Context: an optimization exercise on an open-source flow, tuned for small area, a short achievable clock period and few clock cycles. The choices shown serve that exercise and are no tape-out recipe.
In this exercise RTL edits were held to simulation tests only and were not proved equivalent to the original.

## run 1
==> module rsa_encrypt, before the edit <==
module rsa_encrypt(input clk, reset_n, compute,
                   input [31:0] M, e, n,
                   output logic [31:0] C,
                   output logic encrypt_done);
  logic        busy, first, init, keep, trv, mul, yb, ec;
  logic        sa, sx, zx;    
  logic        nz;            
  logic [4:0]  i;             
  logic [3:0]  j;             
  logic [15:0] acc, X;
  function automatic [1:0] lod4(input [3:0] v);
    lod4 = v[3] ? 2'd3 : v[2] ? 2'd2 : v[1] ? 2'd1 : 2'd0;
  endfunction
  function automatic [4:0] msb32(input [31:0] v);
    logic [7:0] nz;
    logic [1:0] hi;
    logic [1:0] lo;
    logic [3:0] q;
    for (int k = 0; k < 8; k++) nz[k] = |v[4*k +: 4];
    hi = lod4({|nz[7:6], |nz[5:4], |nz[3:2], |nz[1:0]});
    lo = nz[2*hi+1] ? 2'd1 : 2'd0;
    q = v[4*(2*hi+lo) +: 4];
    msb32 = {hi, lo[0], lod4(q)};
  endfunction
  function automatic [3:0] msb16(input [15:0] v);
    logic [3:0] nz;
    logic [1:0] hi;
    for (int k = 0; k < 4; k++) nz[k] = |v[4*k +: 4];
    hi = lod4(nz);
    msb16 = {hi, lod4(v[4*hi +: 4])};
  endfunction
  function automatic below16(input [15:0] v);
    below16 = 1'b0;
    for (int k = 0; k < 15; k++) if (v[k+1]) below16 = v[k];
  endfunction
  function automatic below2_16(input [15:0] v);
    below2_16 = 1'b0;
    for (int k = 0; k < 14; k++) if (v[k+2]) below2_16 = v[k];
  endfunction
  wire [15:0] nb = nz ? n[15:0] : 16'd0;
  wire [18:0] xa = zx ? 19'd0 : {2'b0, acc, 1'b0};
  wire [18:0] xb = {3'b0, ({16{sa}} & acc) | ({16{sx}} & X)};
  wire [18:0] z1 = ~{3'b0, nb};
  wire [18:0] z2 = ~{2'b0, nb, 1'b0};
  wire [18:0] s1 = xa ^ xb ^ z1;
  wire [18:0] c1 = {(xa[17:0] & xb[17:0]) | (xa[17:0] & z1[17:0]) | (xb[17:0] & z1[17:0]), 1'b1};
  wire [18:0] s2 = xa ^ xb ^ z2;
  wire [18:0] c2 = {(xa[17:0] & xb[17:0]) | (xa[17:0] & z2[17:0]) | (xb[17:0] & z2[17:0]), 1'b1};
  wire [18:0] t0 = xa + xb;
  wire [18:0] t1 = s1 + c1;    
  wire [18:0] t2 = s2 + c2;    
  wire [15:0] acc_n = !t2[18] ? t2[15:0] : (!t1[18] ? t1[15:0] : t0[15:0]);
  wire [15:0] Y   = mul ? M[15:0] : X;    
  wire y01  = acc[15:1] == 15'd0;         
  wire m2   = M[15:2] == 14'd0;           
  wire bm   = below16(M[15:0]);           
  wire fin  = first ? (mul && m2) : (j == 4'd0);
  wire more = !mul && ec;                 
  wire adv  = fin && !more;               
  wire triv = (e[31:1] == 31'd0) || (M[15:1] == 15'd0);    
  logic busy_n, done_n, first_n, init_n, keep_n, mul_n, yb_n;
  logic [3:0] j_n;
  logic [4:0] i_n;
  always_comb begin
    busy_n = busy; done_n = encrypt_done;
    first_n = first; init_n = init; keep_n = keep; mul_n = mul;
    yb_n = yb; j_n = j; i_n = i;
    if (busy) begin
      if ((first && init && trv) || (adv && i == 5'd0)) begin
        busy_n = 1'b0;
        done_n = 1'b1;
      end
      if (first) begin
        first_n = 1'b0;
        init_n = 1'b0;
        if (mul) begin
          keep_n = 1'b0;
          j_n = msb16({2'b0, M[15:2]});
          yb_n = below2_16(M[15:0]);
        end else if (!init) begin
          keep_n = y01;
          j_n = y01 ? 4'd0 : msb16({1'b0, acc[15:1]});
          yb_n = below16(acc);
        end    
      end else begin
        j_n = j - 4'd1;
        yb_n = Y[j - 4'd1];
        keep_n = 1'b0;
      end
      if (fin) begin
        first_n = 1'b1;
        mul_n = more;
        if (adv) i_n = i - 5'd1;
      end
    end else begin
      if (encrypt_done) begin
        if (!compute) done_n = 1'b0;
      end else if (compute) busy_n = 1'b1;
      first_n = 1'b1;
      init_n = 1'b1;
      keep_n = 1'b0;
      mul_n = 1'b0;
      i_n = msb32({1'b0, e[31:1]});
      j_n = msb16({1'b0, M[15:1]});
      yb_n = bm;
    end
  end
  always_ff @(posedge clk, negedge reset_n) begin
    if (!reset_n) begin
      busy <= 1'b0;
      encrypt_done <= 1'b0;
    end else begin
      busy <= busy_n;
      encrypt_done <= done_n;
    end
  end
  wire sq1 = busy_n && first_n && !mul_n;    
  wire mu1 = busy_n && first_n && mul_n;     
  wire stp = busy_n && !first_n && !keep_n;  
  always_ff @(posedge clk) begin
    acc <= acc_n;
    ec <= e[i];
    first <= first_n; init <= init_n; keep <= keep_n; mul <= mul_n;
    yb <= yb_n; j <= j_n; i <= i_n;
    sa <= (sq1 && !init_n) || (mu1 && bm) || keep_n || !busy_n;
    sx <= (sq1 && init_n) || (stp && yb_n);
    zx <= sq1 || keep_n || !busy_n;
    nz <= stp || mu1;
    if (busy && first && !init) X <= acc;
    if (!busy) begin
      X <= M[15:0];
      trv <= triv;
    end
  end
  assign C = {16'd0, acc};
endmodule
==> flow/config.mk <==
export PLATFORM = sky130hd
export DESIGN_NAME = rsa_encrypt
export DESIGN_NICKNAME = rsa_encrypt
export VERILOG_FILES = /design/flow/design.v
export SDC_FILE = /design/flow/constraint.sdc
export NUM_CORES = 4
export LEC_CHECK = 0
export CAP_MARGIN = 20
export CORE_MARGIN = 2
export CORE_UTILIZATION = 40
export CTS_BUF_LIST = sky130_fd_sc_hd__clkbuf_8
export PLACE_DENSITY = 0.6
export SETUP_SLACK_MARGIN = 1.5
export SLEW_MARGIN = 20
==> flow/constraint.sdc <==
create_clock -name core_clock -period 5.0 [get_ports {clk}]
set_input_delay 1.0000 -clock core_clock [delete_from_list [all_inputs] [get_ports {clk}]]
set_output_delay 1.0000 -clock core_clock [all_outputs]
set_load 0.01 [all_outputs]
standard.sh (not shown) runs the stock make flow with config.mk's settings and CLKGATE_MAP_FILE= SYNTH_SCRIPT=/design/flow/synth_recipe.tcl, a recipe that flattens the netlist after the stock synthesis.
==> flow/flow/run.sh <==
#!/bin/bash
# The standard layout, with the port buffers made from the smallest buffer
# cell instead of the delay cell buffer_ports picks by default.
set -euo pipefail
export BUFFER_PORTS_ARGS="-buffer_cell sky130_fd_sc_hd__buf_1"
bash standard.sh > standard_flow.log 2>&1
Run 1: PASS, flow complete, no timing, DRC or antenna violations
Testbench counts of run 1, summed over its fixed seeds: cycles 5,140.
Edits applied to the flow inputs when going from run 1 to run 2:
==> flow/design.v <==
module rsa_encrypt(input clk, reset_n, compute,
                   input [31:0] M, e, n,
                   output logic [31:0] C,
                   output logic encrypt_done);
  logic        busy, first, init, keep, trv, mul, yb, ec;
  logic        sa, sx, zx;    
  logic        nz;            
  logic [4:0]  i;             
  logic [3:0]  j;             
  logic [15:0] acc, X, nr;
  function automatic [4:0] msb32(input [31:0] v);
    msb32 = 5'd0;
    for (int k = 1; k < 32; k++) if (v[k]) msb32 = k[4:0];
  endfunction
  function automatic [3:0] msb16(input [15:0] v);
    msb16 = 4'd0;
    for (int k = 1; k < 16; k++) if (v[k]) msb16 = k[3:0];
  endfunction
  function automatic below16(input [15:0] v);
    below16 = 1'b0;
    for (int k = 0; k < 15; k++) if (v[k+1]) below16 = v[k];
  endfunction
  function automatic below2_16(input [15:0] v);
    below2_16 = 1'b0;
    for (int k = 0; k < 14; k++) if (v[k+2]) below2_16 = v[k];
  endfunction
  always_ff @(posedge clk) nr <= n[15:0];
  wire [15:0] nb = nz ? nr : 16'd0;
  wire [18:0] xa = zx ? 19'd0 : {2'b0, acc, 1'b0};
  wire [18:0] xb = {3'b0, ({16{sa}} & acc) | ({16{sx}} & X)};
  wire [18:0] z1 = ~{3'b0, nb};
  wire [18:0] z2 = ~{2'b0, nb, 1'b0};
  wire [18:0] s1 = xa ^ xb ^ z1;
  wire [18:0] c1 = {(xa[17:0] & xb[17:0]) | (xa[17:0] & z1[17:0]) | (xb[17:0] & z1[17:0]), 1'b1};
  wire [18:0] s2 = xa ^ xb ^ z2;
  wire [18:0] c2 = {(xa[17:0] & xb[17:0]) | (xa[17:0] & z2[17:0]) | (xb[17:0] & z2[17:0]), 1'b1};
  wire [18:0] t0 = xa + xb;
  wire [18:0] t1 = s1 + c1;    
  wire [18:0] t2 = s2 + c2;    
  wire [15:0] acc_n = !t2[18] ? t2[15:0] : (!t1[18] ? t1[15:0] : t0[15:0]);
  wire [15:0] Xf  = init ? X : acc;       
  wire [15:0] Y   = mul ? M[15:0] : X;    
  wire y01  = Xf[15:1] == 15'd0;          
  wire m2   = M[15:2] == 14'd0;           
  wire bm   = below16(M[15:0]);           
  wire fin  = first ? (mul && m2) : (j == 4'd0);
  wire more = !mul && ec;                 
  wire adv  = fin && !more;               
  wire triv = (e[31:1] == 31'd0) || (M[15:1] == 15'd0);    
  logic busy_n, done_n, first_n, init_n, keep_n, mul_n, yb_n;
  logic [3:0] j_n;
  logic [4:0] i_n;
  always_comb begin
    busy_n = busy; done_n = encrypt_done;
    first_n = first; init_n = init; keep_n = keep; mul_n = mul;
    yb_n = yb; j_n = j; i_n = i;
    if (busy) begin
      if ((first && init && trv) || (adv && i == 5'd0)) begin
        busy_n = 1'b0;
        done_n = 1'b1;
      end
      if (first) begin
        first_n = 1'b0;
        init_n = 1'b0;
        if (mul) begin
          keep_n = 1'b0;
          j_n = msb16({2'b0, M[15:2]});
          yb_n = below2_16(M[15:0]);
        end else begin
          keep_n = y01;
          j_n = y01 ? 4'd0 : msb16({1'b0, Xf[15:1]});
          yb_n = below16(Xf);
        end
      end else begin
        j_n = j - 4'd1;
        yb_n = Y[j - 4'd1];
        keep_n = 1'b0;
      end
      if (fin) begin
        first_n = 1'b1;
        mul_n = more;
        if (adv) i_n = i - 5'd1;
      end
    end else begin
      if (encrypt_done) begin
        if (!compute) done_n = 1'b0;
      end else if (compute) busy_n = 1'b1;
      first_n = 1'b1;
      init_n = 1'b1;
      keep_n = 1'b0;
      mul_n = 1'b0;
      i_n = msb32({1'b0, e[31:1]});
    end
  end
  always_ff @(posedge clk, negedge reset_n) begin
    if (!reset_n) begin
      busy <= 1'b0;
      encrypt_done <= 1'b0;
    end else begin
      busy <= busy_n;
      encrypt_done <= done_n;
    end
  end
  wire sq1 = busy_n && first_n && !mul_n;    
  wire mu1 = busy_n && first_n && mul_n;     
  wire stp = busy_n && !first_n && !keep_n;  
  always_ff @(posedge clk) begin
    acc <= acc_n;
    ec <= e[i];
    first <= first_n; init <= init_n; keep <= keep_n; mul <= mul_n;
    yb <= yb_n; j <= j_n; i <= i_n;
    sa <= (sq1 && !init_n) || (mu1 && bm) || keep_n || !busy_n;
    sx <= (sq1 && init_n) || (stp && yb_n);
    zx <= sq1 || keep_n || !busy_n;
    nz <= stp || mu1;
    if (busy && first && !init) X <= acc;
    if (!busy) begin
      X <= M[15:0];
      trv <= triv;
    end
  end
  assign C = {16'd0, acc};
endmodule
Results
Run 2: done, clean on timing, DRC and antenna. Run 2 vs run 1: share of flip-flops with an asynchronous set or reset after synthesis down in run 2. [compare] base=run 1 new=run 2: synthesized cell count moved up, xor/xnor share of the synthesized area moved down, global-route usage went down 0.74 points. Comparing run 2 and run 1, transition time at the pin with the least slew margin is lower on run 1.
Testbench counts of run 2, summed over its fixed seeds: cycles 5,140.

[afterwards: timing with drivers on the ports]
The results above use ideal ports. As a check the final layouts listed here were re-extracted and re-timed, cells and wires unchanged. Step 1 assumes that a clkbuf_16 drives the clock port and a buf_2 every other input. Step 2 also shifts input and output timing later by t, the mid clock arrival at the registers, as if the neighbouring blocks saw the same clock. Slacks: no drivers / after step 1 / after step 2; pairs: no drivers / after step 1.
run | t (ns) | slack for setup (ns) | worst hold slack (ns) | clock arrival spread, ns | cell pins on the clock port's net
run 1 | 0.355 | 1.567 / 1.575 / 1.220 | 0.427 / 0.417 / 0.570 | 0.022 / 0.022 | 1
run 2 | 0.401 | 1.619 / 1.619 / 1.619 | 0.391 / 0.382 / 0.548 | 0.011 / 0.012 | 1
After both steps setup and hold are still met in every run listed. For run 1, which loses most, drivers alone change the setup slack by +0.008 ns; drivers and shift together by -0.347 ns.
